Background: an optimization exercise with open tools, aiming at a short achievable clock period and few clock cycles. Do not read the settings as production practice. The RTL was checked by simulation tests, not by an equivalence proof against the original design. No activity file was given, so power comes from the tool's default toggle rates.

==> flow/design.v (outline; a module is shown in full before it is edited, if it fits) <==
// module add12: 16 lines
// module mulsel: 21 lines
// module mulsum: 14 lines
// module boothpp: 26 lines
// module boothsum: 14 lines
// module ALU: 25 lines
// module Bus: 35 lines
// module Register: 17 lines
// module incRegister: 18 lines
// module isZeroReg: 20 lines
// module ControlUnit: 597 lines
// module Processor: 111 lines
// module MultiCore: 412 lines
module MultiCore #(
    parameter CORE_COUNT = 3,
    parameter MEM_WIDTH = 12,
    parameter INS_WIDTH = 8,
    parameter MEM_ADDR = 11,
    parameter INS_ADDR = 8
)
(
    input clock,reset,start,
    input [MEM_WIDTH*CORE_COUNT-1:0] ProcessorDataIn,
    input [INS_WIDTH-1:0] InsMemOut,
    output [MEM_WIDTH*CORE_COUNT-1:0] ProcessorDataOut,
    output [INS_ADDR-1:0] InsAddr,
    output [MEM_ADDR-1:0] MemAddr,
    output DataMemoryWriteEnable, ready, done
);
  // ...
==> flow/run.sh <==
#!/bin/bash
# synth_recipe.tcl (not shown) runs the flow's synth.tcl, then flattens the netlist and writes it again
# the make line also repeats each setting of config.mk as NAME=value (left out here)
make -C /OpenROAD-flow-scripts/flow DESIGN_CONFIG=/design/flow/config.mk WORK_HOME=/design/flow/orfs CLKGATE_MAP_FILE= SYNTH_SCRIPT=/design/flow/synth_recipe.tcl finish
==> flow/config.mk <==
export PLATFORM = sky130hd
export DESIGN_NAME = MultiCore
export DESIGN_NICKNAME = MultiCore
export VERILOG_FILES = /design/flow/design.v
export SDC_FILE = /design/flow/constraint.sdc
export NUM_CORES = 4
export LEC_CHECK = 0
export CAP_MARGIN = 20
export CORE_MARGIN = 2
export CORE_UTILIZATION = 30
export PLACE_DENSITY = 0.45
export SETUP_SLACK_MARGIN = 5
export SLEW_MARGIN = 20
==> flow/constraint.sdc <==
create_clock -name core_clock -period 9.0 [get_ports {clock}]
set_input_delay 1.8000 -clock core_clock [delete_from_list [all_inputs] [get_ports {clock}]]
set_output_delay 1.8000 -clock core_clock [all_outputs]
set_load 0.01 [all_outputs]
==> reports/summary.txt, run 1 <==
Cell with the most instances after synthesis: edfxtp_1
Drt drc: 0
Final Critical Period: 4.83 ns
Startpoint type of the worst setup path: flip-flop
Worst R2R Path Depth: 14
Outcome: complete, no violations
Slew margin rel.: 7.99%
Largest net degree at the start of global routing: 155
Critical path's slowest cell: nor2_1
Hold path endpoint: hv3
Pwr dens: 147 nW/um^2
Worst vdd ir: 0.138 mV
CTS Sinks: 2321
Reg clk slew, reported paths: 0.06 ns
Switching power: 7700 uW
IO Port Bufs: 104
Synth Area per Inst: 11.2 um^2
Worst path cell trace: inv_2 > nor2_1 > a32oi_1 > and3_1 > o21ai_0 > nor4b_4 > nand4_1 > a221oi_4 > and2_4 > buf_12 > nor2_4 > a22oi_1 > a311oi_2 > buf_4
Top class by area: multi-input combinational cells
GR Util met1: 37.2%
Synth Area in Compound Gates: 15.1%
Inverters: 340
Share of cells above drive strength 1: 32.0%
HP Start: hv2
Post-placement cell area: 159000 um^2
Mux cell area share after synthesis: 22.1%
GR Util met3: 6.68%
Post-synth top area cell: edfxtp_1
Final std cells w/o fill: 20800
Register area: 62400 um^2
Worst hold path stage count: 1
H-tree depth: 5
GRT busiest layer: met2
Testbench counts, summed over its fixed seeds: cycles 21,337.
==> module MultiCore, before the edit <==
module MultiCore #(
    parameter CORE_COUNT = 3,
    parameter MEM_WIDTH = 12,
    parameter INS_WIDTH = 8,
    parameter MEM_ADDR = 11,
    parameter INS_ADDR = 8
)
(
    input clock,reset,start,
    input [MEM_WIDTH*CORE_COUNT-1:0] ProcessorDataIn,
    input [INS_WIDTH-1:0] InsMemOut,
    output [MEM_WIDTH*CORE_COUNT-1:0] ProcessorDataOut,
    output [INS_ADDR-1:0] InsAddr,
    output [MEM_ADDR-1:0] MemAddr,
    output DataMemoryWriteEnable, ready, done
);
localparam [7:0]
    NOP = 8'h00, ENDOP = 8'h01, CLAC = 8'h02, LDIAC = 8'h03, LDAC = 8'h04,
    STR = 8'h05, STIR = 8'h06, JUMP = 8'h07, JMPNZ = 8'h08, JMPZ = 8'h09,
    MUL = 8'h0a, ADD = 8'h0b, SUB = 8'h0c, INCAC = 8'h0d,
    MV_RL_AC = 8'h1f, MV_RP_AC = 8'h2f, MV_RQ_AC = 8'h3f, MV_RC_AC = 8'h4f,
    MV_R_AC = 8'h5f, MV_R1_AC = 8'h6f, MV_AC_RP = 8'h7f, MV_AC_RQ = 8'h8f,
    MV_AC_RL = 8'h9f;
function is2 (input [7:0] o); is2 = (o == LDIAC) | (o == STIR) | (o == JUMP) | (o == JMPNZ) | (o == JMPZ); endfunction
function isW (input [7:0] o); isW = (o == MV_RL_AC) | (o == MV_RP_AC) | (o == MV_RQ_AC) | (o == MV_RC_AC) | (o == MV_R_AC) | (o == MV_R1_AC); endfunction
function isA (input [7:0] o); isA = (o == CLAC) | (o == MV_AC_RP) | (o == MV_AC_RQ) | (o == MV_AC_RL); endfunction
function isF (input [7:0] o); isF = (o == MUL) | (o == ADD) | (o == SUB) | (o == INCAC); endfunction
function isL (input [7:0] o); isL = (o == LDIAC) | (o == LDAC); endfunction
function isS (input [7:0] o); isS = (o == STR) | (o == STIR); endfunction
function isCB(input [7:0] o); isCB = (o == JMPNZ) | (o == JMPZ); endfunction
function isN (input [7:0] o); isN = ~(is2(o) | isW(o) | isA(o) | isF(o) | isL(o) | isS(o) | (o == ENDOP)); endfunction
function slowL(input [7:0] o); slowL = (o == ADD) | (o == SUB) | (o == INCAC) | (o == LDAC) | (o == STR) | isCB(o); endfunction
function slowM(input [7:0] o); slowM = slowL(o) | (o == MUL); endfunction
function wconf(input [7:0] a, input [7:0] b);
    case (a)
        MV_RL_AC: wconf = (b == MV_AC_RL) | (b == MV_RL_AC);
        MV_RP_AC: wconf = (b == MUL) | (b == MV_AC_RP) | (b == MV_RP_AC);
        MV_RQ_AC: wconf = (b == MUL) | (b == MV_AC_RQ) | (b == MV_RQ_AC);
        MV_RC_AC: wconf = (b == MUL) | (b == SUB) | (b == MV_RC_AC);
        MV_R_AC:  wconf = (b == ADD) | (b == STR) | (b == STIR) | (b == MV_R_AC);
        default:  wconf = (b == MUL) | (b == MV_R1_AC);
    endcase
endfunction
function triple(input [7:0] a, input [7:0] b, input [7:0] c);
    triple = ~is2(a) & ~isL(a) & ~isS(a) & isA(b) & pairable(a, b) &
             ((c == LDAC) | ((c == STR) & (a != MV_R_AC)));
endfunction
function quad(input [7:0] a, input [7:0] b, input [7:0] c, input [7:0] d);
    quad = ~is2(a) & (isW(a) | isN(a)) & isA(b) & pairable(a, b) &
           ((c == ADD) | (c == SUB) | (c == INCAC)) & ~wconf(a, c) & isCB(d);
endfunction
function pairable(input [7:0] a, input [7:0] b);
    if (b == JUMP) pairable = ~((a == ENDOP) | isCB(a) | (a == JUMP));
    else if ((a == ENDOP) | isCB(a) | (a == JUMP) | isL(a)) pairable = 1'b0;
    else if (isW(a)) pairable = ~wconf(a, b);
    else if (isA(a)) pairable = (b != MUL);
    else if (isS(a)) pairable = ~(isL(b) | isS(b));
    else if (a == MUL) pairable = (b == ADD) | isN(b) | (b == STIR) | (b == ENDOP);
    else if (isF(a)) pairable = isN(b) | isW(b) | (b == ENDOP) | (b == STIR) | (b == LDIAC) | isA(b) | isCB(b);
    else pairable = 1'b1;    
endfunction
reg run, rdy, dn;
reg LP;               
reg zv;               
reg [7:0] icd [0:63];
reg [1:0] ict [0:63];
reg [63:0] icv;       
reg [63:0] icl;       
reg [63:0] icj;       
reg [63:0] icc;       
reg [63:0] icp;       
reg [63:0] ipl3, ipl4;    
reg [63:0] isj, isc;      
reg [63:0] icq, ics;  
reg [63:0] icr;       
reg [7:0] hA1, hA2, hA3, hA4, hB1, hB2, hB3, hB4;    
reg hv1, hv2, hv3, hv4;
reg [7:0] FP;         
reg [7:0] FA1;        
reg fv1;
reg [7:0] PC;
reg [7:0] P1, P2, P3, P4;     
reg [1:0] bht [0:15];
reg [3:0] lcnt [0:15];    
reg [3:0] ltrip [0:15];   
reg [15:0] ltv;           
reg [15:0] ptk;           
reg G0v, G1v;
reg GslowL, GslowM, Gmul, Gst, GsK, GsAC, GsRP, GsRQ, GsRL;
reg [7:0] Gk;
reg [5:0] X0W, X1W;           
reg [2:0] X0S, X1S;           
reg X0A, X1A, X0F, X1F, XMAC, XF1, XFA, XADD, XSUB, XINC;
reg XQ;                       
reg aF, aRP, aRQ, aRL, aN;    
reg oAC, oRP, oRQ, oRL;       
reg [5:0] wS0, wF, wA;        
reg Xld, Xend, Xr1, Xzv;
reg Xbr, Xbnz, Xbp;           
reg [7:0] Xtgt, Xft;         
reg [3:0] Xbpc;
reg [7:0] XZ;                 
wire [7:0] p1 = P1, p2 = P2, p3 = P3, p4 = P4, p5 = PC + 8'd5;
wire [7:0] p6 = PC + 8'd6, p7 = PC + 8'd7, p8 = PC + 8'd8, p9 = PC + 8'd9;
wire [5:0] i0 = PC[5:0], i1 = p1[5:0], i2 = p2[5:0], i3 = p3[5:0];
wire [5:0] i4 = p4[5:0];
wire [7:0] a_w0 = icd[i0], a_w1 = icd[i1], a_w2 = icd[i2], a_w3 = icd[i3], a_w4 = icd[i4];
wire v4 = icv[i4] & (ict[i4] == p4[7:6]);
wire v0 = icv[i0] & (ict[i0] == PC[7:6]);
wire v1 = icv[i1] & (ict[i1] == p1[7:6]);
wire v2 = icv[i2] & (ict[i2] == p2[7:6]);
wire v3 = icv[i3] & (ict[i3] == p3[7:6]);
wire a_l0 = icl[i0];
wire [7:0] a_op1 = a_l0 ? a_w2 : a_w1;
wire [7:0] a_k1 = a_l0 ? a_w3 : a_w2;
wire vop1 = a_l0 ? v2 : v1;
wire vk1 = a_l0 ? v3 : v2;
wire a_l1 = a_l0 ? icl[i2] : icl[i1];
wire a_j1 = a_l0 ? icj[i2] : icj[i1];
wire a_c1 = a_l0 ? icc[i2] : icc[i1];
wire ok0 = v0 & (~a_l0 | v1);
wire ok1 = ok0 & vop1 & (~a_l1 | vk1);
wire [7:0] a_pc1 = a_l0 ? p2 : p1;
wire [7:0] a_pc1n = a_l0 ? p4 : p3;           
wire a_pred0 = icj[i0] | (icc[i0] & ptk[PC[3:0]]);
wire bh1 = ptk[p1[3:0]], bh2 = ptk[p2[3:0]];    
wire pl3 = ipl3[i0], pl4 = ipl4[i0];
wire a_pred1 = isj[i0] | (isc[i0] & (a_l0 ? bh2 : bh1));
wire a_pair = icp[i0];                       
wire a_tq = icq[i0], a_ts = ics[i0];           
wire a_trip = a_tq | a_ts;
wire a_qd = icr[i0];                         
wire a_pred3 = ptk[p3[3:0]];
wire a_issue = v0 & (~a_l0 | v1) & (~a_pair | (v1 & (~(pl3 | pl4) | v2) & (~pl4 | v3))) &
               (~a_trip | v2) & (~a_qd | (v2 & v3 & v4));
wire a_pr2 = a_pair & ~a_trip & ~a_qd;             
wire ngw1 = a_pred0, ngp1 = ~a_pred0 & ~a_pair & ~a_l0;
wire ngp2 = (~a_pred0 & ~a_pair & a_l0) | (a_pr2 & ~a_pred1 & ~pl3 & ~pl4);
wire ngp3 = (a_pair & a_trip) | (a_pr2 & ~a_pred1 & pl3);
wire ngp4 = a_pr2 & ~a_pred1 & pl4;
wire ngp5 = a_pair & a_qd & ~a_pred3, ngw4 = a_pair & a_qd & a_pred3, ngk1 = a_pr2 & a_pred1;
function [7:0] ngd(input [7:0] q1, input [7:0] q2, input [7:0] q3, input [7:0] q4,
                   input [7:0] q5, input [7:0] x1, input [7:0] x4, input [7:0] xk);
    ngd = ({8{ngw1}} & x1) | ({8{ngp1}} & q1) | ({8{ngp2}} & q2) | ({8{ngp3}} & q3) |
          ({8{ngp4}} & q4) | ({8{ngp5}} & q5) | ({8{ngw4}} & x4) | ({8{ngk1}} & xk);
endfunction
wire [7:0] ng  = ngd(p1, p2, p3, p4, p5, a_w1, a_w4, a_k1);
wire [7:0] ng1 = ngd(p2, p3, p4, p5, p6, a_w1 + 8'd1, a_w4 + 8'd1, a_k1 + 8'd1);
wire [7:0] ng2 = ngd(p3, p4, p5, p6, p7, a_w1 + 8'd2, a_w4 + 8'd2, a_k1 + 8'd2);
wire [7:0] ng3 = ngd(p4, p5, p6, p7, p8, a_w1 + 8'd3, a_w4 + 8'd3, a_k1 + 8'd3);
wire [7:0] ng4 = ngd(p5, p6, p7, p8, p9, a_w1 + 8'd4, a_w4 + 8'd4, a_k1 + 8'd4);
reg Dv;
reg [7:0] Dw0, Dw1, Dw2, Dw3, Dw4, DPC;
reg Dl0, Dpair, Dtq, Dts, Dqd, Dp0, Dp1, Dp3;
wire [7:0] w0 = Dw0, w1 = Dw1, w2 = Dw2, w3 = Dw3, w4 = Dw4;
wire l0 = Dl0, pair = Dpair, tq = Dtq, ts = Dts, trip = Dtq | Dts, qd = Dqd;
wire pred0 = Dp0, pred1 = Dp1, pred3 = Dp3;
wire [7:0] k1 = l0 ? w3 : w2;
wire [7:0] dp1 = DPC + 8'd1, dp2 = DPC + 8'd2, dp3 = DPC + 8'd3, dp4 = DPC + 8'd4, dp5 = DPC + 8'd5;
wire [7:0] pc1 = l0 ? dp2 : dp1;
wire [7:0] pc1n = l0 ? dp4 : dp3;           
wire fm1 = pair & ((l0 ? isL(w2) : isL(w1)) | (l0 ? isS(w2) : isS(w1)));      
wire fsK = fm1 ? (l0 ? ((w2 == LDIAC) | (w2 == STIR)) : ((w1 == LDIAC) | (w1 == STIR))) :
                  ((w0 == LDIAC) | (w0 == STIR));
wire fa0 = fm1 & isA(w0);
wire fslowL = slowL(w0) | (pair & ~isA(w0) & (w0 != MUL) & (l0 ? slowL(w2) : slowL(w1)));
wire fslowM = slowM(w0) | (pair & ~isA(w0) & (w0 != MUL) & (l0 ? slowM(w2) : slowM(w1)));
wire fmul = (w0 == MUL) | (pair & (l0 ? (w2 == MUL) : (w1 == MUL)));
wire fst = isS(w0) | (pair & (l0 ? isS(w2) : isS(w1))) | ts;
function [5:0] wsel(input [7:0] o);
    wsel = {o == MV_RL_AC, o == MV_R_AC, o == MV_R1_AC, o == MV_RC_AC, o == MV_RP_AC, o == MV_RQ_AC};
endfunction
function [2:0] ssel(input [7:0] o);
    ssel = {o == MV_AC_RP, o == MV_AC_RQ, o == MV_AC_RL};
endfunction
wire s1 = pair;                           
wire fmac = s1 & (w0 == MUL) & (l0 ? (w2 == ADD) : (w1 == ADD));
wire ff1 = s1 & (l0 ? isF(w2) : isF(w1));
wire fbr1 = s1 & (l0 ? isCB(w2) : isCB(w1));
wire fx1A = s1 & (l0 ? isA(w2) : isA(w1));
wire fx1F = s1 & (l0 ? isF(w2) : isF(w1)) & (l0 ? (w2 != MUL) : (w1 != MUL)) & ~fmac;
wire fx0A = isA(w0);
wire fx0F = isF(w0) & (w0 != MUL);
wire faF = qd | fx1F | (fx0F & ~fx1A);
wire faS1 = fx1A & ~qd;
wire faS0 = fx0A & ~fx1A & ~fx1F & ~qd;
wire ffa = ff1 & isA(w0);
wire [5:0] fwv1 = {6{s1}} & (l0 ? wsel(w2) : wsel(w1));
wire [5:0] fwv0 = wsel(w0) & ~fwv1;
reg [7:0] fZ;
always @(*) begin
    fZ = 8'b00000001;
    if (fbr1) case (w0)
        CLAC: fZ = 8'b00000010;
        MV_AC_RP: fZ = 8'b00000100;
        MV_AC_RQ: fZ = 8'b00001000;
        MV_AC_RL: fZ = 8'b00010000;
        ADD: fZ = 8'b00100000;
        SUB: fZ = 8'b01000000;
        INCAC: fZ = 8'b10000000;
        default: fZ = 8'b00000001;
    endcase
end
wire miss = run & ~(v0 & v1 & v2 & v3);
wire [7:0] M = ~v0 ? PC : ~v1 ? p1 : ~v2 ? p2 : p3;
reg missq;
reg [7:0] Mq, FA2;
reg fv2;
wire redirect_fp = missq & ~(fv1 & (FA1 == Mq)) & ~(fv2 & (FA2 == Mq)) & (FP != Mq);
wire [7:0] fdist = FP - PC;
wire fp_adv = redirect_fp | (fdist < 8'd16);
wire g0 = run & G0v;
wire g1 = run & G1v;
wire a0A = X0A;
reg macp;             
wire hazard = run & G0v & ((LP & GslowL) | (macp & GslowM));
wire ex = run & ~hazard;
wire e0 = ex & G0v;
wire e1 = ex & G1v;
wire [11:0] AC0, RP0, RQ0, RL0, R0, RC0, AA0;
wire Zbase = zv & (AC0 == 12'd0);
wire Zb = (XZ[0] & Zbase) | XZ[1] | (XZ[2] & (RP0 == 12'd0)) | (XZ[3] & (RQ0 == 12'd0)) |
          (XZ[4] & (RL0 == 12'd0)) | (XZ[5] & ((AA0 ^ R0) == {AA0[10:0] | R0[10:0], 1'b0})) |
          (XZ[6] & (AA0 == RC0)) | (XZ[7] & (AA0 == 12'hfff));
wire bex = e0 & Xbr;
wire bact = Xbnz ? ~Zb : Zb;
wire bpred = Xbp;
wire mis = bex & (bact != bpred);
wire [7:0] balt = Xbp ? Xft : Xtgt;
wire [3:0] bpc = Xbpc;
wire [1:0] obht = bht[bpc];
wire [3:0] ocnt = lcnt[bpc];
wire [1:0] nbht = bact ? ((obht == 2'b11) ? 2'b11 : obht + 2'd1) : ((obht == 2'b00) ? 2'b00 : obht - 2'd1);
wire [3:0] ncnt = bact ? ((ocnt == 4'hf) ? 4'hf : ocnt + 4'd1) : 4'd0;
wire [3:0] ntrip = bact ? ltrip[bpc] : ocnt;
wire ntv = bact ? (ltv[bpc] & (ocnt != 4'hf)) : (ocnt != 4'hf);
wire endx = e0 & Xend;
wire ldx = e0 & Xld;
wire stx = run & G0v & Gst & ~hazard;
reg WEq;
wire we_next = run & ~endx & ~mis &
               (hazard ? (G0v & Gst) :
                         (Dv & fst & ~(ldx & fslowL) & ~(e0 & Gmul & fslowM)));
wire mac = XMAC;
wire fa = XFA;                                
integer bi;
always @(posedge clock) begin
    if (reset) begin
        run <= 1'b0; rdy <= 1'b1; dn <= 1'b0; LP <= 1'b0; WEq <= 1'b0; zv <= 1'b0; macp <= 1'b0;
        icv <= 64'd0; icp <= 64'd0; icq <= 64'd0; ics <= 64'd0; icr <= 64'd0; hv4 <= 1'b0; hv1 <= 1'b0; hv2 <= 1'b0; hv3 <= 1'b0; FP <= 8'd0; FA1 <= 8'd0; fv1 <= 1'b0; missq <= 1'b0; Mq <= 8'd0; FA2 <= 8'd0; fv2 <= 1'b0;
        PC <= 8'd0; P1 <= 8'd1; P2 <= 8'd2; P3 <= 8'd3; P4 <= 8'd4;
        G0v <= 1'b0; G1v <= 1'b0; Dv <= 1'b0;
        GslowL <= 1'b0; GslowM <= 1'b0; Gmul <= 1'b0; Gst <= 1'b0; GsK <= 1'b0; GsAC <= 1'b0; GsRP <= 1'b0;
        GsRQ <= 1'b0; GsRL <= 1'b0; Gk <= 8'd0; 
        for (bi = 0; bi < 16; bi = bi + 1) begin bht[bi] <= 2'b10; lcnt[bi] <= 4'd0; ltrip[bi] <= 4'd0; end
        ltv <= 16'd0; ptk <= 16'hffff;
    end else begin
        if (fv1) begin
            icd[FA1[5:0]] <= InsMemOut; ict[FA1[5:0]] <= FA1[7:6]; icv[FA1[5:0]] <= 1'b1;
            icl[FA1[5:0]] <= is2(InsMemOut); icj[FA1[5:0]] <= (InsMemOut == JUMP); icc[FA1[5:0]] <= isCB(InsMemOut);
            hA1 <= FA1; hB1 <= InsMemOut; hA2 <= hA1; hB2 <= hB1; hA3 <= hA2; hB3 <= hB2; hA4 <= hA3; hB4 <= hB3;
        end
        hv1 <= fv1; hv2 <= hv1 & fv1; hv3 <= hv2 & fv1; hv4 <= hv3 & fv1;
        if (hv1 & hv2 & hv3 & hv4 & (hA2 == hA1 - 8'd1) & (hA3 == hA1 - 8'd2) & (hA4 == hA1 - 8'd3))
            icr[hA4[5:0]] <= quad(hB4, hB3, hB2, hB1);
        if (hv1 & hv2 & (hA2 == hA1 - 8'd1) & ~is2(hB2)) begin
            icp[hA2[5:0]] <= pairable(hB2, hB1);
            ipl3[hA2[5:0]] <= is2(hB1); ipl4[hA2[5:0]] <= 1'b0;
            isj[hA2[5:0]] <= (hB1 == JUMP); isc[hA2[5:0]] <= isCB(hB1);
        end
        if (hv1 & hv2 & hv3 & (hA2 == hA1 - 8'd1) & (hA3 == hA1 - 8'd2) & is2(hB3)) begin
            icp[hA3[5:0]] <= pairable(hB3, hB1);
            ipl3[hA3[5:0]] <= ~is2(hB1); ipl4[hA3[5:0]] <= is2(hB1);
            isj[hA3[5:0]] <= (hB1 == JUMP); isc[hA3[5:0]] <= isCB(hB1);
        end
        if (hv1 & hv2 & hv3 & (hA2 == hA1 - 8'd1) & (hA3 == hA1 - 8'd2)) begin
            icq[hA3[5:0]] <= triple(hB3, hB2, hB1) & (hB1 == LDAC);
            ics[hA3[5:0]] <= triple(hB3, hB2, hB1) & (hB1 == STR);
        end
        if (fv1) begin icp[FA1[5:0]] <= 1'b0; icq[FA1[5:0]] <= 1'b0; ics[FA1[5:0]] <= 1'b0; icr[FA1[5:0]] <= 1'b0; end
        FA1 <= FP;
        fv1 <= 1'b1;
        if (fp_adv) FP <= redirect_fp ? Mq : FP + 8'd1;
        missq <= miss; Mq <= M; FA2 <= FA1; fv2 <= fv1;
        if (rdy & start) begin rdy <= 1'b0; run <= 1'b1; end
        if (endx) begin run <= 1'b0; dn <= 1'b1; end
        LP <= ldx;
        WEq <= we_next;
        macp <= e0 & Gmul;
        if (LP | (e0 & Xzv)) zv <= 1'b1;
        if (bex) begin
            bht[bpc] <= nbht;
            lcnt[bpc] <= ncnt;
            ltrip[bpc] <= ntrip;
            ltv[bpc] <= ntv;
            ptk[bpc] <= nbht[1] & ~(ntv & (ncnt == ntrip));
        end
        if (run) begin
            if (mis) begin
                PC <= balt; P1 <= balt + 8'd1; P2 <= balt + 8'd2; P3 <= balt + 8'd3; P4 <= balt + 8'd4;
                G0v <= 1'b0; G1v <= 1'b0; Dv <= 1'b0;
            end else if (!hazard) begin
                G0v <= Dv & ~endx;
                G1v <= Dv & pair & ~pred0 & ~endx;
                Dv <= a_issue & ~endx;
                if (a_issue) begin PC <= ng; P1 <= ng1; P2 <= ng2; P3 <= ng3; P4 <= ng4; end
            end
            if (!hazard) begin
                Dw0 <= a_w0; Dw1 <= a_w1; Dw2 <= a_w2; Dw3 <= a_w3; Dw4 <= a_w4; DPC <= PC;
                Dl0 <= a_l0; Dpair <= a_pair; Dtq <= a_tq; Dts <= a_ts; Dqd <= a_qd;
                Dp0 <= a_pred0; Dp1 <= a_pred1; Dp3 <= a_pred3;
                GslowL <= fslowL; GslowM <= fslowM; Gmul <= fmul; Gst <= fst;
                GsK <= fsK & ~trip; GsAC <= ~fsK & ~fa0 & ~trip;
                GsRP <= trip ? (l0 ? (w2 == MV_AC_RP) : (w1 == MV_AC_RP)) : (~fsK & fa0 & (w0 == MV_AC_RP));
                GsRQ <= trip ? (l0 ? (w2 == MV_AC_RQ) : (w1 == MV_AC_RQ)) : (~fsK & fa0 & (w0 == MV_AC_RQ));
                GsRL <= trip ? (l0 ? (w2 == MV_AC_RL) : (w1 == MV_AC_RL)) : (~fsK & fa0 & (w0 == MV_AC_RL));
                Gk <= fm1 ? k1 : w1;
                X0W <= wsel(w0); X1W <= (l0 ? wsel(w2) : wsel(w1)); X0S <= ssel(w0); X1S <= (l0 ? ssel(w2) : ssel(w1));
                X0A <= isA(w0); X1A <= (l0 ? isA(w2) : isA(w1));
                X0F <= isF(w0) & (w0 != MUL); X1F <= (l0 ? isF(w2) : isF(w1)) & (l0 ? (w2 != MUL) : (w1 != MUL)) & ~fmac;
                XMAC <= fmac; XF1 <= ff1; XFA <= ff1 & isA(w0); XQ <= qd;
                aF <= faF;
                aRP <= (faS1 & (l0 ? (w2 == MV_AC_RP) : (w1 == MV_AC_RP))) | (faS0 & (w0 == MV_AC_RP));
                aRQ <= (faS1 & (l0 ? (w2 == MV_AC_RQ) : (w1 == MV_AC_RQ))) | (faS0 & (w0 == MV_AC_RQ));
                aRL <= (faS1 & (l0 ? (w2 == MV_AC_RL) : (w1 == MV_AC_RL))) | (faS0 & (w0 == MV_AC_RL));
                aN <= ~(faF | faS1 | faS0);
                oAC <= ~ffa & ~qd;
                oRP <= (ffa & (w0 == MV_AC_RP)) | (qd & (l0 ? (w2 == MV_AC_RP) : (w1 == MV_AC_RP)));
                oRQ <= (ffa & (w0 == MV_AC_RQ)) | (qd & (l0 ? (w2 == MV_AC_RQ) : (w1 == MV_AC_RQ)));
                oRL <= (ffa & (w0 == MV_AC_RL)) | (qd & (l0 ? (w2 == MV_AC_RL) : (w1 == MV_AC_RL)));
                wS0 <= fwv1 & {6{fx0A}};
                wF <= fwv1 & {6{fx0F}};
                wA <= (fwv1 & {6{~fx0A & ~fx0F}}) | fwv0;
                XADD <= qd ? (w2 == ADD) : ff1 ? (l0 ? (w2 == ADD) : (w1 == ADD)) : (w0 == ADD);
                XSUB <= qd ? (w2 == SUB) : ff1 ? (l0 ? (w2 == SUB) : (w1 == SUB)) : (w0 == SUB);
                XINC <= qd ? (w2 == INCAC) : ff1 ? (l0 ? (w2 == INCAC) : (w1 == INCAC)) : (w0 == INCAC);
                Xld <= isL(w0) | (s1 & (l0 ? isL(w2) : isL(w1))) | tq;
                Xend <= (w0 == ENDOP) | (s1 & (l0 ? (w2 == ENDOP) : (w1 == ENDOP)));
                Xr1 <= (w0 == MV_R1_AC) | (s1 & (l0 ? (w2 == MV_R1_AC) : (w1 == MV_R1_AC)));
                Xzv <= isA(w0) | isF(w0) | (s1 & ((l0 ? isA(w2) : isA(w1)) | (l0 ? isF(w2) : isF(w1))));
                Xbr <= isCB(w0) | fbr1 | qd;
                Xbnz <= qd ? (w3 == JMPNZ) : fbr1 ? (l0 ? (w2 == JMPNZ) : (w1 == JMPNZ)) : (w0 == JMPNZ);
                Xbp <= qd ? pred3 : fbr1 ? pred1 : pred0;
                Xtgt <= qd ? w4 : fbr1 ? k1 : w1;
                Xft <= qd ? dp5 : fbr1 ? pc1n : dp2;
                Xbpc <= qd ? dp3[3:0] : fbr1 ? pc1[3:0] : DPC[3:0];
                XZ <= qd ? ((w2 == ADD) ? 8'b00100000 : (w2 == SUB) ? 8'b01000000 : 8'b10000000) : fZ;
            end
        end
    end
end
genvar i;
generate
    for (i = 0; i < CORE_COUNT; i = i + 1) begin : lane
        reg [11:0] AC, R, RL, RC, RP, RQ, R1;
        wire [11:0] DI = ProcessorDataIn[12*i +: 12];
        wire [11:0] macres;
        wire [11:0] ACc = ({12{LP}} & DI) | ({12{macp & ~LP}} & macres) | ({12{~LP & ~macp}} & AC);
        wire [11:0] src0 = ({12{X0S[2]}} & RP) | ({12{X0S[1]}} & RQ) | ({12{X0S[0]}} & RL);
        wire [11:0] aa = ({12{oAC}} & AC) | ({12{oRP}} & RP) | ({12{oRQ}} & RQ) | ({12{oRL}} & RL);
        wire [11:0] sum, dif, inc;
        wire [11:0] t0n, t1n, t2n, t3n, tnn;
        reg [11:0] T0, T1, T2, T3, TN, TC;
        wire [11:0] ACm = LP ? DI : AC;
        boothpp ms (.a(ACm), .b(R1), .q0(t0n), .q1(t1n), .q2(t2n), .q3(t3n), .qn(tnn));
        boothsum mm (.q0(T0), .q1(T1), .q2(T2), .q3(T3), .qn(TN), .c(TC), .p(macres));
        add12 aa_ (.a(aa), .b(R), .cin(1'b0), .s(sum));
        add12 as_ (.a(aa), .b(~RC), .cin(1'b1), .s(dif));
        add12 ai_ (.a(aa), .b(12'd0), .cin(1'b1), .s(inc));
        wire [11:0] fres = ({12{XADD}} & sum) | ({12{XSUB}} & dif) | ({12{XINC}} & inc);
        wire incr = e0 & Gmul;
        wire [11:0] acn = ({12{e0 & aF}} & fres) | ({12{e0 & aRP}} & RP) | ({12{e0 & aRQ}} & RQ) |
                          ({12{e0 & aRL}} & RL) | ({12{~e0 | aN}} & ACc);
        function [11:0] wn(input [11:0] x, input s0, input f, input a, input inc1);
            wn = ({12{e0 & s0}} & src0) | ({12{e0 & f}} & fres) | ({12{e0 & a}} & ACc) |
                 ({12{inc1 & ~(e0 & (s0 | f | a))}} & (x + 12'd1)) |
                 ({12{~(e0 & (s0 | f | a)) & ~inc1}} & x);
        endfunction
        always @(posedge clock) begin
            if (incr) begin
                T0 <= t0n; T1 <= t1n; T2 <= t2n; T3 <= t3n; TN <= tnn; TC <= mac ? R : 12'd0;
            end
            if (reset) begin
                AC <= 12'd0; R <= 12'd0; RL <= 12'd0; RC <= 12'd0;
                RP <= 12'd0; RQ <= 12'd0; R1 <= 12'd0;
            end else begin
                AC <= acn;
                RL <= wn(RL, wS0[5], wF[5], wA[5], 1'b0);
                R  <= wn(R,  wS0[4], wF[4], wA[4], 1'b0);
                R1 <= wn(R1, wS0[3], wF[3], wA[3], 1'b0);
                RC <= wn(RC, wS0[2], wF[2], wA[2], incr);
                RP <= wn(RP, wS0[1], wF[1], wA[1], incr);
                RQ <= wn(RQ, wS0[0], wF[0], wA[0], incr);
            end
        end
        assign ProcessorDataOut[12*i +: 12] = R;
    end
endgenerate
assign AC0 = lane[0].AC;
assign RP0 = lane[0].RP;
assign RQ0 = lane[0].RQ;
assign RL0 = lane[0].RL;
assign R0 = lane[0].R;
assign RC0 = lane[0].RC;
assign AA0 = lane[0].aa;
assign MemAddr = ({11{GsK}} & {3'd0, Gk}) | ({11{GsAC}} & AC0[10:0]) | ({11{GsRP}} & RP0[10:0]) |
                 ({11{GsRQ}} & RQ0[10:0]) | ({11{GsRL}} & RL0[10:0]);
assign DataMemoryWriteEnable = WEq;
assign InsAddr = FP;
assign ready = rdy;
assign done = dn;
endmodule
==> run 2: changes to the inputs <==
--- a/flow/design.v
+++ b/flow/design.v
@@ -988,4 +988,7 @@
 reg [63:0] icq, ics;  
 reg [63:0] icr;       
+reg [63:0] df1, df2, df3, df4, df5, db0, db1, db3, dbj;
+reg uQv, uQval, uPv, uPval, uPl, uPj, uPc, uPg, uRv, uRval, uTv, uTq, uTs, uCv;
+reg [5:0] uQi, uPi, uRi, uCi;
 reg [7:0] hA1, hA2, hA3, hA4, hB1, hB2, hB3, hB4;    
 reg hv1, hv2, hv3, hv4;
@@ -1026,32 +1029,16 @@
 wire v3 = icv[i3] & (ict[i3] == p3[7:6]);
 wire a_l0 = icl[i0];
-wire [7:0] a_op1 = a_l0 ? a_w2 : a_w1;
-wire [7:0] a_k1 = a_l0 ? a_w3 : a_w2;
-wire vop1 = a_l0 ? v2 : v1;
-wire vk1 = a_l0 ? v3 : v2;
-wire a_l1 = a_l0 ? icl[i2] : icl[i1];
-wire a_j1 = a_l0 ? icj[i2] : icj[i1];
-wire a_c1 = a_l0 ? icc[i2] : icc[i1];
-wire ok0 = v0 & (~a_l0 | v1);
-wire ok1 = ok0 & vop1 & (~a_l1 | vk1);
-wire [7:0] a_pc1 = a_l0 ? p2 : p1;
-wire [7:0] a_pc1n = a_l0 ? p4 : p3;           
-wire a_pred0 = icj[i0] | (icc[i0] & ptk[PC[3:0]]);
 wire bh1 = ptk[p1[3:0]], bh2 = ptk[p2[3:0]];    
-wire pl3 = ipl3[i0], pl4 = ipl4[i0];
-wire a_pred1 = isj[i0] | (isc[i0] & (a_l0 ? bh2 : bh1));
 wire a_pair = icp[i0];                       
 wire a_tq = icq[i0], a_ts = ics[i0];           
-wire a_trip = a_tq | a_ts;
 wire a_qd = icr[i0];                         
-wire a_pred3 = ptk[p3[3:0]];
-wire a_issue = v0 & (~a_l0 | v1) & (~a_pair | (v1 & (~(pl3 | pl4) | v2) & (~pl4 | v3))) &
-               (~a_trip | v2) & (~a_qd | (v2 & v3 & v4));
-wire a_pr2 = a_pair & ~a_trip & ~a_qd;             
-wire ngw1 = a_pred0, ngp1 = ~a_pred0 & ~a_pair & ~a_l0;
-wire ngp2 = (~a_pred0 & ~a_pair & a_l0) | (a_pr2 & ~a_pred1 & ~pl3 & ~pl4);
-wire ngp3 = (a_pair & a_trip) | (a_pr2 & ~a_pred1 & pl3);
-wire ngp4 = a_pr2 & ~a_pred1 & pl4;
-wire ngp5 = a_pair & a_qd & ~a_pred3, ngw4 = a_pair & a_qd & a_pred3, ngk1 = a_pr2 & a_pred1;
+wire f1 = df1[i0], f2 = df2[i0], f3 = df3[i0], f4 = df4[i0], f5 = df5[i0];
+wire b0 = db0[i0], b1 = db1[i0], b3 = db3[i0], bj = dbj[i0];
+wire taken = bj | (b0 & ptk[PC[3:0]]) | (b1 & (a_l0 ? bh2 : bh1)) | (b3 & ptk[p3[3:0]]);
+wire a_pred0 = b0 & taken, a_pred1 = b1 & taken, a_pred3 = b3 & taken;
+wire a_issue = v0 & (v1 | f1) & (v2 | f1 | f2) & (v3 | ~(f4 | f5)) & (v4 | ~f5);
+wire [7:0] a_k1 = a_l0 ? a_w3 : a_w2;
+wire ngw1 = taken & b0, ngk1 = taken & b1, ngw4 = taken & b3;
+wire ngp1 = ~taken & f1, ngp2 = ~taken & f2, ngp3 = ~taken & f3, ngp4 = ~taken & f4, ngp5 = ~taken & f5;
 function [7:0] ngd(input [7:0] q1, input [7:0] q2, input [7:0] q3, input [7:0] q4,
                    input [7:0] q5, input [7:0] x1, input [7:0] x4, input [7:0] xk);
@@ -1116,4 +1103,9 @@
     endcase
 end
+wire fresh = fv1 & ~(hv1 & (FA1 == hA1));
+wire heldF = icv[FA1[5:0]] & (ict[FA1[5:0]] == FA1[7:6]);
+wire held2 = icv[hA2[5:0]] & (ict[hA2[5:0]] == hA2[7:6]);
+wire held3 = icv[hA3[5:0]] & (ict[hA3[5:0]] == hA3[7:6]);
+wire held4 = icv[hA4[5:0]] & (ict[hA4[5:0]] == hA4[7:6]);
 wire miss = run & ~(v0 & v1 & v2 & v3);
 wire [7:0] M = ~v0 ? PC : ~v1 ? p1 : ~v2 ? p2 : p3;
@@ -1162,5 +1154,6 @@
     if (reset) begin
         run <= 1'b0; rdy <= 1'b1; dn <= 1'b0; LP <= 1'b0; WEq <= 1'b0; zv <= 1'b0; macp <= 1'b0;
-        icv <= 64'd0; icp <= 64'd0; icq <= 64'd0; ics <= 64'd0; icr <= 64'd0; hv4 <= 1'b0; hv1 <= 1'b0; hv2 <= 1'b0; hv3 <= 1'b0; FP <= 8'd0; FA1 <= 8'd0; fv1 <= 1'b0; missq <= 1'b0; Mq <= 8'd0; FA2 <= 8'd0; fv2 <= 1'b0;
+        icv <= 64'd0; icp <= 64'd0; icq <= 64'd0; ics <= 64'd0; icr <= 64'd0; hv4 <= 1'b0; hv1 <= 1'b0; hv2 <= 1'b0; hv3 <= 1'b0;
+        uQv <= 1'b0; uPv <= 1'b0; uRv <= 1'b0; uTv <= 1'b0; uCv <= 1'b0; FP <= 8'd0; FA1 <= 8'd0; fv1 <= 1'b0; missq <= 1'b0; Mq <= 8'd0; FA2 <= 8'd0; fv2 <= 1'b0;
         PC <= 8'd0; P1 <= 8'd1; P2 <= 8'd2; P3 <= 8'd3; P4 <= 8'd4;
         G0v <= 1'b0; G1v <= 1'b0; Dv <= 1'b0;
@@ -1173,24 +1166,59 @@
             icd[FA1[5:0]] <= InsMemOut; ict[FA1[5:0]] <= FA1[7:6]; icv[FA1[5:0]] <= 1'b1;
             icl[FA1[5:0]] <= is2(InsMemOut); icj[FA1[5:0]] <= (InsMemOut == JUMP); icc[FA1[5:0]] <= isCB(InsMemOut);
+        end
+        if (fresh) begin
             hA1 <= FA1; hB1 <= InsMemOut; hA2 <= hA1; hB2 <= hB1; hA3 <= hA2; hB3 <= hB2; hA4 <= hA3; hB4 <= hB3;
+            hv1 <= 1'b1; hv2 <= hv1; hv3 <= hv2; hv4 <= hv3;
+        end
+        uQv <= hv1 & hv2 & hv3 & hv4 & (hA2 == hA1 - 8'd1) & (hA3 == hA1 - 8'd2) & (hA4 == hA1 - 8'd3) & held4;
+        uQi <= hA4[5:0]; uQval <= quad(hB4, hB3, hB2, hB1);
+        uPv <= hv1 & hv2 & (hA2 == hA1 - 8'd1) & ~is2(hB2) & held2;
+        uPi <= hA2[5:0]; uPval <= pairable(hB2, hB1); uPl <= is2(hB1);
+        uPj <= (hB1 == JUMP); uPc <= isCB(hB1);
+        uPg <= ~(icq[hA2[5:0]] | ics[hA2[5:0]] | icr[hA2[5:0]]);
+        uRv <= hv1 & hv2 & hv3 & (hA2 == hA1 - 8'd1) & (hA3 == hA1 - 8'd2) & is2(hB3) & held3;
+        uTv <= hv1 & hv2 & hv3 & (hA2 == hA1 - 8'd1) & (hA3 == hA1 - 8'd2) & held3;
+        uRi <= hA3[5:0]; uRval <= pairable(hB3, hB1);
+        uTq <= triple(hB3, hB2, hB1) & (hB1 == LDAC); uTs <= triple(hB3, hB2, hB1) & (hB1 == STR);
+        uCv <= fv1 & ~heldF; uCi <= FA1[5:0];
+        if (uQv & ~(uCv & (uCi == uQi))) begin
+            icr[uQi] <= uQval;
+            if (uQval) begin
+                df1[uQi] <= 1'b0; df2[uQi] <= 1'b0; df3[uQi] <= 1'b0; df4[uQi] <= 1'b0; df5[uQi] <= 1'b1;
+                db0[uQi] <= 1'b0; db1[uQi] <= 1'b0; db3[uQi] <= 1'b1; dbj[uQi] <= 1'b0;
+            end
+        end
+        if (uPv & ~(uCv & (uCi == uPi))) begin
+            icp[uPi] <= uPval;
+            ipl3[uPi] <= uPl; ipl4[uPi] <= 1'b0;
+            isj[uPi] <= uPj; isc[uPi] <= uPc;
+            if (uPval & uPg) begin
+                df1[uPi] <= 1'b0; df2[uPi] <= ~uPl; df3[uPi] <= uPl; df4[uPi] <= 1'b0; df5[uPi] <= 1'b0;
+                db0[uPi] <= 1'b0; db1[uPi] <= uPj | uPc; db3[uPi] <= 1'b0; dbj[uPi] <= uPj;
+            end
+        end
+        if (uRv & ~(uCv & (uCi == uRi))) begin
+            icp[uRi] <= uRval;
+            ipl3[uRi] <= ~uPl; ipl4[uRi] <= uPl;
+            isj[uRi] <= uPj; isc[uRi] <= uPc;
+            if (uRval) begin
+                df1[uRi] <= 1'b0; df2[uRi] <= 1'b0; df3[uRi] <= ~uPl; df4[uRi] <= uPl; df5[uRi] <= 1'b0;
+                db0[uRi] <= 1'b0; db1[uRi] <= uPj | uPc; db3[uRi] <= 1'b0; dbj[uRi] <= uPj;
+            end
+        end
+        if (uTv & ~(uCv & (uCi == uRi))) begin
+            icq[uRi] <= uTq; ics[uRi] <= uTs;
+            if (uTq | uTs) begin
+                df1[uRi] <= 1'b0; df2[uRi] <= 1'b0; df3[uRi] <= 1'b1; df4[uRi] <= 1'b0; df5[uRi] <= 1'b0;
+                db0[uRi] <= 1'b0; db1[uRi] <= 1'b0; db3[uRi] <= 1'b0; dbj[uRi] <= 1'b0;
+            end
         end
-        hv1 <= fv1; hv2 <= hv1 & fv1; hv3 <= hv2 & fv1; hv4 <= hv3 & fv1;
-        if (hv1 & hv2 & hv3 & hv4 & (hA2 == hA1 - 8'd1) & (hA3 == hA1 - 8'd2) & (hA4 == hA1 - 8'd3))
-            icr[hA4[5:0]] <= quad(hB4, hB3, hB2, hB1);
-        if (hv1 & hv2 & (hA2 == hA1 - 8'd1) & ~is2(hB2)) begin
-            icp[hA2[5:0]] <= pairable(hB2, hB1);
-            ipl3[hA2[5:0]] <= is2(hB1); ipl4[hA2[5:0]] <= 1'b0;
-            isj[hA2[5:0]] <= (hB1 == JUMP); isc[hA2[5:0]] <= isCB(hB1);
-        end
-        if (hv1 & hv2 & hv3 & (hA2 == hA1 - 8'd1) & (hA3 == hA1 - 8'd2) & is2(hB3)) begin
-            icp[hA3[5:0]] <= pairable(hB3, hB1);
-            ipl3[hA3[5:0]] <= ~is2(hB1); ipl4[hA3[5:0]] <= is2(hB1);
-            isj[hA3[5:0]] <= (hB1 == JUMP); isc[hA3[5:0]] <= isCB(hB1);
-        end
-        if (hv1 & hv2 & hv3 & (hA2 == hA1 - 8'd1) & (hA3 == hA1 - 8'd2)) begin
-            icq[hA3[5:0]] <= triple(hB3, hB2, hB1) & (hB1 == LDAC);
-            ics[hA3[5:0]] <= triple(hB3, hB2, hB1) & (hB1 == STR);
+        if (fv1 & ~heldF) begin
+            icp[FA1[5:0]] <= 1'b0; icq[FA1[5:0]] <= 1'b0; ics[FA1[5:0]] <= 1'b0; icr[FA1[5:0]] <= 1'b0;
+            df1[FA1[5:0]] <= ~is2(InsMemOut); df2[FA1[5:0]] <= is2(InsMemOut); df3[FA1[5:0]] <= 1'b0;
+            df4[FA1[5:0]] <= 1'b0; df5[FA1[5:0]] <= 1'b0;
+            db0[FA1[5:0]] <= (InsMemOut == JUMP) | isCB(InsMemOut); db1[FA1[5:0]] <= 1'b0;
+            db3[FA1[5:0]] <= 1'b0; dbj[FA1[5:0]] <= (InsMemOut == JUMP);
         end
-        if (fv1) begin icp[FA1[5:0]] <= 1'b0; icq[FA1[5:0]] <= 1'b0; ics[FA1[5:0]] <= 1'b0; icr[FA1[5:0]] <= 1'b0; end
         FA1 <= FP;
         fv1 <= 1'b1;
==> run 2 against run 1 <==
Effect of this change:
- non-clock buffer count grew 371
- register-to-register slack lost 0.02 ns
- via count grew 23%
- fmax shrank 0.48%
- power grew 24%
- clock-buffer cell count grew 26
- synthesized cell count grew 15%
- cell count grew 16%
- combinational power grew 100%
- largest cell class unchanged
- largest power group unchanged
==> reports/summary.txt, run 2 <==
EDFF count, synth: 1804 (was 1579)
Commonest non-fill, non-tap cell in the layout: edfxtp_1 (unchanged)
Initial antenna violation count: 92 (was 39)
Gp weighted congestion: 1.06 (was 0.969)
CP Launch Point: PC[1]
Xor-xnor portion of the synthesized cell area: 2.63% (was 2.81%)
Adder-Cell Fraction of Synth Area: 2.88% (was 3.32%)
Hold-fix buffers at CTS: 0 (unchanged)
Worst r2r src: PC[1]
Drt drc: 0 (unchanged)
H-tree depth: 5 (unchanged)
Largest net degree at the start of global routing: 160 (was 155)
Worst EP arrival: 5.75 ns (was 5.73 ns)
Worst vdd ir: 0.164 mV (was 0.138 mV)
Ys async rst share: 0% (unchanged)
Final core area utilization: 37.4% (about the same)
Top cells by area, synth: edfxtp_1, mux4_2, dfxtp_1 (unchanged)
Post-Syn Area: 172000 um^2 (was 150000 um^2)
Top cell by count, worst path: mux4_2
Outcome: complete, no violations (unchanged)
Slew margin rel.: 5.52% (was 7.99%)
Sw frac: 31.3% (was 28.0%)
Placed wire-length estimate: 640 mm (was 483 mm)
Final Critical Period: 4.85 ns (was 4.83 ns)
Main combinational cell family by area after synthesis: multiplexers (unchanged)
Final Hold Vio Count: 0 (unchanged)
Req. time, crit path: 9.90 ns (about the same)
Cell with the most instances after synthesis: edfxtp_1 (unchanged)
CTS tree: built (unchanged)
Max_cap viols: 0 (unchanged)
FMAX: 206 MHz (was 207 MHz)
Total GRT Usage: 31.4% (was 27.4%)
Pwr dens: 159 nW/um^2 (was 147 nW/um^2)
Final worst path period share: 53.9% (was 53.6%)
Die Span Y: 761 um (was 711 um)
First-pass GRT wire length: 1280 mm (was 998 mm)
Synth warn: 4 (unchanged)
Post-route ant nets: 0 (unchanged)
Clk_skew: 0.147 ns (was 0.0954 ns)
Bufs and invs on worst path: 5 (was 3)
CP top delay family: multiplexers (was simple AND/OR/NAND/NOR gates)
Synth Area per Inst: 11.1 um^2 (was 11.2 um^2)
Share of cells above drive strength 1: 31.5% (was 32.0%)
Max-slew violation count: 0 (unchanged)
Via density: 6.68 (was 6.30)
Die width: 761 um (was 711 um)
Mux cell area share after synthesis: 22.7% (was 22.1%)
Simple-gate share of the synthesized area: 11.7% (was 11.3%)
Post-synth top area cell: edfxtp_1 (unchanged)
Routed WL: 960 mm (was 734 mm)
Critical path's slowest cell: mux4_2 (was nor2_1)
Peak fanout along the critical path: 6 (was 8)
Crit end category: flip-flop (unchanged)
Total grt overflow: 0 (unchanged)
RSZ-0062 raised after global routing: yes (unchanged)
Comb power frac: 19.8% (was 12.2%)
Synth top area share: 31.5% (was 31.6%)
Clock share of power: 40.5% (was 44.6%)
Post-synthesis cell count: 15500 (was 13400)
Max FFs per register: 512 (unchanged)
IO Port Bufs: 104 (unchanged)
Netlist cell types: 97 (was 104)
CTS Sinks: 2570 (was 2321)
Clock latency (worst-skew pair): 1.12 ns (was 1.02 ns)
IO Pins: 105 (unchanged)
Startpoint type of the worst setup path: flip-flop (unchanged)
Starting Density: 30.1% (about the same)
Vias: 161000 (was 131000)
Final Setup Violations: 0 (unchanged)
Clk buf depth: 4 (unchanged)
CTS buffer count: 325 (was 290)
HP Start: GslowL (was hv2)
Reg clk slew, reported paths: 0.06 ns (about the same)
Levels on crit path: 14 (unchanged)
Worst R2R Path Depth: 14 (unchanged)
Synth Area in Compound Gates: 16.0% (was 15.1%)
Initial DRT Pass Iterations: 11 (was 9)
Hold slack final: 0.458 ns (was 0.446 ns)
Nets: 16600 (was 14300)
Vias in the first global route: 147000 (was 122000)
Most frequent cells in the layout: edfxtp_1, mux4_2, nor2_1, nand2_1, buf_4 (was edfxtp_1, mux4_2, nand2_1, nor2_1, dfxtp_1)
Die ar.: 580000 um^2 (was 505000 um^2)
Internal Pwr Total: 23300 uW (was 19800 uW)
Commonest cells post-synth: edfxtp_1, nor2_1, mux4_2 (was edfxtp_1, nand2_1, mux4_2)
Fin Setup TNS: 0 ns (unchanged)
Total power: 33900 uW (was 27400 uW)
Clock Tree Root: clkbuf_16 (unchanged)
Worst path cell trace: buf_16 > buf_4 > buf_16 > mux4_2 > mux4_2 > mux4_2 > o21bai_4 > a21oi_4 > inv_4 > o211a_4 > buf_12 > a22o_1 > or4_4 > a22o_1 (was inv_2 > nor2_1 > a32oi_1 > and3_1 > o21ai_0 > nor4b_4 > nand4_1 > a221oi_4 > and2_4 > buf_12 > nor2_4 > a22oi_1 > a311oi_2 > buf_4)
Max incr delay on CP: 0.70 ns (was 0.98 ns)
Net count after synthesis: 15900 (was 13800)
# rows: 278 (was 259)
Register area share after synthesis: 40.4% (was 41.5%)
Starting DRT DRC Count: 27800 (was 19100)
Core footprint: 573000 um^2 (was 498000 um^2)
Area Overhead vs Synth: 24.3% (was 24.2%)
FF-to-FF setup slack: 4.15 ns (was 4.17 ns)
Kind of critical path: flip-flop to flip-flop (unchanged)
Yosys reg bits: 2570 (was 2321)
Hold path endpoint: GslowL (was hv3)
Worst hold path stage count: 2 (was 1)
Worst Max-Slew Pin Slew: 1.41 ns (was 1.38 ns)
# fillers: 55500 (was 48400)
Ys flop type: edfxtp_1 (unchanged)
Switching power: 10600 uW (was 7700 uW)
Pleak: 0.0707 uW (was 0.0616 uW)
Sequential power share: 39.7% (was 43.2%)
WL per Instance: 39.9 um (was 35.3 um)
Worst Hold Class: flip-flop to flip-flop (unchanged)
==> run 2: cell types whose count changed in the layout (fill, tap and decap cells not counted), moves of 110 or more <==
cell | previous run | this run
nor2_1 | 955 | 1441
mux4_2 | 1226 | 1564
a22oi_1 | 266 | 572
buf_4 | 631 | 907
o21ai_0 | 413 | 655
edfxtp_1 | 1579 | 1804
o21ai_2 | 207 | 52
o21ai_1 | 227 | 88
a21oi_1 | 584 | 719
nor3_1 | 108 | 218
==> run 2: power groups by stage <==
stage	sequential [uW]	combinational, uW	clock (uW)
after CTS	13400	5720	13800
after detailed placement	13700	4360	0
after global routing	13500	6750	14200
final	13500	6720	13800
after global placement	13700	4360	0
after floorplan	13400	2540	0
==> run 2: cell families after synthesis <==
family          Yosys count
simple gates           4494
fa+ha+maj               343
mux                    1933
buf+inv                1629
compound gates         4016
xor+xnor                515
flops                  2570
==> run 2: area by class of cell <==
| class | count | area (um^2) | share of cell area (%) |
|---|---|---|---|
| multi-input combinational | 11300 | 105000 | 49.0 |
| sequential | 2570 | 69700 | 32.6 |
| timing repair buffer | 1601 | 17500 | 8.17 |
| tap | 7560 | 9460 | 4.42 |
| clock buffer | 417 | 8860 | 4.14 |
| clock inverter | 188 | 1950 | 0.910 |
| inverter | 346 | 1400 | 0.654 |
| antenna | 64 | 160 | 0.0749 |
| timing repair inverter | 1 | 7.51 | 0.00351 |
==> run 2: worst max path at each step <==
stage / end / slack, ns
floorplan: bht[10][0] / 4.19
global placement: PC[2] / 2.26
detailed placement: df1[33] / 2.23
CTS: PC[2] / 4.34
global route: flip-flop / 4.19
finish: flip-flop / 4.15
==> run 2: repair_timing <==
item,4_1_cts,5_1_grt
pin swaps,267,590
gates cloned,60,20
resized for setup,1506,1118
endpoints found under the setup margin,2104,1536
buffers inserted,477,288
==> run 2: worst register-to-register path: stages, from the launching register on <==
cell      delay, ns
dfxtp_4        0.39
buf_16         0.20
buf_4          0.18
buf_16         0.17
mux4_2         0.63
mux4_2         0.52
mux4_2         0.70
o21bai_4       0.30
a21oi_4        0.20
inv_4          0.10
o211a_4        0.28
buf_12         0.14
a22o_1         0.21
or4_4          0.50
a22o_1         0.22
==> run 2: stage by stage <==
step	setup WS (ns)	std cells	cell area, um^2
after floorplan	4.19	15500	172000
after global placement	2.26	22500	183000
after detailed placement	2.23	22500	183000
after CTS	4.34	23700	206000
after global routing	4.19	24000	214000
final	4.15	24100	214000
==> run 2: layer usage <==
layer / global-route usage (%) / wire length, um / part of all wire, % / vias to the layer above
met3: 12.1 / 139000 / 14 / 3072
met5: 0.401 / 1430 / 0.15 / -
met2: 44.7 / 393000 / 41 / 13400
met1: 40.8 / 357000 / 37 / 81400
li1: - / - / - / 62700
met4: 17.4 / 69500 / 7.2 / 88
Testbench counts of run 2, summed over its fixed seeds: cycles 20,810.

==> static timing again, ports no longer ideal <==
The results above use ideal ports. As a check the final layouts listed here were re-extracted and re-timed, cells and wires unchanged. Step 1: set_driving_cell puts a clkbuf_16 on clock and a buf_2 on each other input, an assumption about the parent block. Step 2 also shifts input and output timing later by t, the mid clock arrival at the registers, as if the neighbouring blocks saw the same clock. Three values: no drivers, after step 1, after step 2; two values: the first two.
run	t (ns)	setup slack, ns	worst setup path at the end	latest minus earliest clock arrival (ns)	slew at the worst register clock pin (ns)
run 1	1.099	4.174 / 4.174 / 3.962	input to register	0.102 / 0.101	0.07 / 0.07
run 2	1.160	4.151 / 4.151 / 3.804	input to register	0.166 / 0.166	0.07 / 0.07
After both steps setup and hold are still met in every run listed. The setup slack of run 2, which loses most, moves by 0.000 ns with the drivers and by -0.347 ns with both steps.
